Context: an optimization exercise on an open-source flow, tuned for small area. The choices shown serve that exercise and are no tape-out recipe. Function was checked by simulation only, so behaviour that the tests miss may differ from the original. The clock input has no modelled driver; a real chip could not lean on it and would need a root buffer or a full tree. Power and IR drop assume default switching activity.

==> flow/design.v (excerpt) <==
module UART_FIFO(
    input clk,
    input reset,
    input [7:0] data_in,
    input data_valid,
    output reg [7:0] data_out
    );
    reg [12:0] ctx;
    wire tick    = (ctx & 13'h1e7d) == 13'h1258;   
    wire ctx_end = (ctx & 13'h19f7) == 13'h0963;   
    wire arm     = (ctx & 13'h1aff) == 13'h00ad;   
    reg [8:0] crx;
    wire crx_end = (crx & 9'h175) == 9'h020;       
    always @(posedge clk) begin
        if (reset) begin
            ctx <= 13'h1258;                           
            crx <= 9'h1d5;                             
        end else begin
            ctx <= {ctx[11:0], ctx[12] ^ ctx[0]} ^ {12'd0, ctx_end};
            crx <= {crx[7:0], crx[8] ^ crx[6]} ^ {5'd0, crx_end, 3'd0};
        end
    end
    reg [7:0] stg [0:15];
    reg [15:0] emp;         
    reg [7:0] rd_data;
    reg e0, e1;             
    wire wr = data_valid & (|emp);
    reg [3:0] st;
    wire s_idle  = ~st[3] & ~st[2] & ~st[1];            
    wire s_load  = ~st[3] & ~st[2] & ~st[0];            
    wire s_start = ~st[3] & ~st[1] & ~st[0];            
    wire s_posta =  st[3] &  st[2] & ~st[1] & ~st[0];   
    wire s_postb = ~st[2] & ~st[1] & ~st[0];            
    wire rd  = tick & s_load;
    wire dec = s_start & ctx_end;
    wire load_out = s_postb & crx_end;
    wire step = s_idle  ? tick & ~e1 :
                s_posta ? arm :
                s_postb ? crx_end : tick;
    wire [16:0] free;
    assign free[16] = dec;
    assign free[15:0] = emp | free[16:1];
  ...
==> module UART_FIFO, before the edit <==
module UART_FIFO(
    input clk,
    input reset,
    input [7:0] data_in,
    input data_valid,
    output reg [7:0] data_out
    );
    reg [12:0] ctx;
    wire tick    = (ctx & 13'h1e7d) == 13'h1258;   
    wire ctx_end = (ctx & 13'h19f7) == 13'h0963;   
    wire arm     = (ctx & 13'h1aff) == 13'h00ad;   
    reg [8:0] crx;
    wire crx_end = (crx & 9'h175) == 9'h020;       
    always @(posedge clk) begin
        if (reset) begin
            ctx <= 13'h1258;                           
            crx <= 9'h1d5;                             
        end else begin
            ctx <= {ctx[11:0], ctx[12] ^ ctx[0]} ^ {12'd0, ctx_end};
            crx <= {crx[7:0], crx[8] ^ crx[6]} ^ {5'd0, crx_end, 3'd0};
        end
    end
    reg [7:0] stg [0:15];
    reg [15:0] emp;         
    reg [7:0] rd_data;
    reg e0, e1;             
    wire wr = data_valid & (|emp);
    reg [3:0] st;
    wire s_idle  = ~st[3] & ~st[2] & ~st[1];            
    wire s_load  = ~st[3] & ~st[2] & ~st[0];            
    wire s_start = ~st[3] & ~st[1] & ~st[0];            
    wire s_posta =  st[3] &  st[2] & ~st[1] & ~st[0];   
    wire s_postb = ~st[2] & ~st[1] & ~st[0];            
    wire rd  = tick & s_load;
    wire dec = s_start & ctx_end;
    wire load_out = s_postb & crx_end;
    wire step = s_idle  ? tick & ~e1 :
                s_posta ? arm :
                s_postb ? crx_end : tick;
    wire [16:0] free;
    assign free[16] = dec;
    assign free[15:0] = emp | free[16:1];
    always @(posedge clk) if (free[0]) stg[0] <= data_in;
    genvar i;
    generate
        for (i = 1; i < 16; i = i + 1) begin : g_stg
            always @(posedge clk) if (free[i]) stg[i] <= stg[i-1];
        end
    endgenerate
    always @(posedge clk) begin
        if (rd) rd_data <= stg[15];
    end
    always @(posedge clk) begin
        if (reset) begin
            emp <= 16'hffff;
            e0 <= 1'b1;
            e1 <= 1'b1;
            st <= 4'b0001;
            data_out <= 8'd0;
        end else begin
            emp <= {emp[14:0], ~wr} & free[15:0];
            if (tick) begin
                e0 <= &emp;
                e1 <= e0;
            end
            if (step) st <= {st[2:0], st[3] ^ st[2]};
            if (load_out) data_out <= rd_data;
        end
    end
endmodule
export LEC_CHECK = 0
export CAP_MARGIN = 20
export CORE_MARGIN = 2
export CORE_UTILIZATION = 70
export SLEW_MARGIN = 20
create_clock -name core_clock -period 20.0 [get_ports {clk}]
standard.sh (not shown) runs the stock make flow with config.mk's settings and CLKGATE_MAP_FILE= SYNTH_SCRIPT=/design/flow/synth_recipe.tcl, a recipe that flattens the netlist after the stock synthesis.
==> flow/flow/run.sh <==
#!/bin/bash
# The standard layout with three changes:
# - after the standard synthesis, its combinational cells are re-mapped for
#   area (flow/remap.sh); the flip-flops stay exactly as synthesized;
# - the port buffers are buf_1;
# - the clock tree is one level of clock buffers built by flow/cts_hook.tcl
#   in place of TritonCTS.
set -euo pipefail
R=orfs/results/$FLOW_PLATFORM/UART_FIFO/base
bash standard.sh synth > synth.log 2>&1
cp $R/1_2_yosys.v std_1_2_yosys.v
ffs() { grep -E '^\s*sky130_fd_sc_hd__(e?df|sdf|sedf|dl)[a-z0-9_]*\s' "$1" | awk '{print $1, $2}' | sort; }
if bash flow/remap.sh std_1_2_yosys.v remapped.v > remap.log 2>&1 \
    && [[ -n "$(ffs std_1_2_yosys.v)" ]] && diff <(ffs std_1_2_yosys.v) <(ffs remapped.v) > /dev/null; then
  cp remapped.v $R/1_2_yosys.v
  rm -f $R/1_synth.odb $R/1_synth.sdc
  echo "using the re-mapped netlist" >> remap.log
else
  echo "re-mapping failed or changed the flip-flops; keeping the standard netlist" >> remap.log
fi
export CTS_MAX_SINKS=20
export CTS_LEAF_BUF=sky130_fd_sc_hd__clkbuf_8
export CTS_ROOT_BUF=sky130_fd_sc_hd__clkbuf_4
export PRE_CTS_TCL="$PWD/flow/cts_hook.tcl"
export BUFFER_PORTS_ARGS="-buffer_cell sky130_fd_sc_hd__buf_1"
bash standard.sh finish > standard.log 2>&1
Other scripts of this flow, unchanged in this note and not shown: flow/flow/abc_area.script, flow/flow/cts_hook.tcl, flow/flow/remap.sh
The first run completed without violations.
Then changed:
--- a/flow/design.v
+++ b/flow/design.v
@@ -23,8 +23,8 @@
     end
     reg [7:0] stg [0:15];
-    reg [15:0] emp;         
+    reg [15:0] vld;
     reg [7:0] rd_data;
     reg e0, e1;             
-    wire wr = data_valid & (|emp);
+    wire wr = data_valid & ~(&vld);
     reg [3:0] st;
     wire s_idle  = ~st[3] & ~st[2] & ~st[1];            
@@ -39,12 +39,12 @@
                 s_posta ? arm :
                 s_postb ? crx_end : tick;
-    wire [16:0] free;
-    assign free[16] = dec;
-    assign free[15:0] = emp | free[16:1];
-    always @(posedge clk) if (free[0]) stg[0] <= data_in;
+    wire [16:0] stuck;
+    assign stuck[16] = ~dec;
+    assign stuck[15:0] = vld & stuck[16:1];
+    always @(posedge clk) if (~stuck[0]) stg[0] <= data_in;
     genvar i;
     generate
         for (i = 1; i < 16; i = i + 1) begin : g_stg
-            always @(posedge clk) if (free[i]) stg[i] <= stg[i-1];
+            always @(posedge clk) if (~stuck[i]) stg[i] <= stg[i-1];
         end
     endgenerate
@@ -54,5 +54,5 @@
     always @(posedge clk) begin
         if (reset) begin
-            emp <= 16'hffff;
+            vld <= 16'd0;
             e0 <= 1'b1;
             e1 <= 1'b1;
@@ -60,7 +60,7 @@
             data_out <= 8'd0;
         end else begin
-            emp <= {emp[14:0], ~wr} & free[15:0];
+            vld <= {vld[14:0], wr} | stuck[15:0];
             if (tick) begin
-                e0 <= &emp;
+                e0 <= ~(|vld);
                 e1 <= e0;
             end
Effect: Via count rose by 1.4%. Synthesized cell count is about the same. Wire length fell by 2.4%. Register-to-register slack gains 2.2 ns. Area after synthesis rose by 0.34%. Hold slack gains 0.0061 ns. Power is about the same. Worst setup slack gains 1.2 ns.
In every run of this note, the design's own scripts or RTL, not TritonCTS, make the clock network.

-- re-timing with driven ports --
Ports are ideal in the flow. The routed layouts listed here were re-timed in OpenROAD. Step 1: set_driving_cell puts a clkbuf_16 on clk and a buf_2 on each other input, an assumption about the parent block. Step 2 adds t to the input delays and takes it off the output delays; t is the mean of the earliest and latest rising clock arrival at the registers after step 1. Input paths then give back, and output paths get back, about the clock's delay inside the block. a / b / c = ideal ports / drivers / drivers and shift; a / b = the first two.
run	shift t [ns]	setup WS [ns]	worst setup path after step 2	clock arrival spread, ns
the first run	0.512	13.724 / 13.724 / 13.724	register to register	0.019 / 0.019
the second run	0.516	14.887 / 14.891 / 14.375	input to register	0.008 / 0.008
After both steps every run listed still meets setup and hold. For the second run, which loses most, drivers alone change the setup slack by +0.004 ns; drivers and shift together by -0.512 ns.
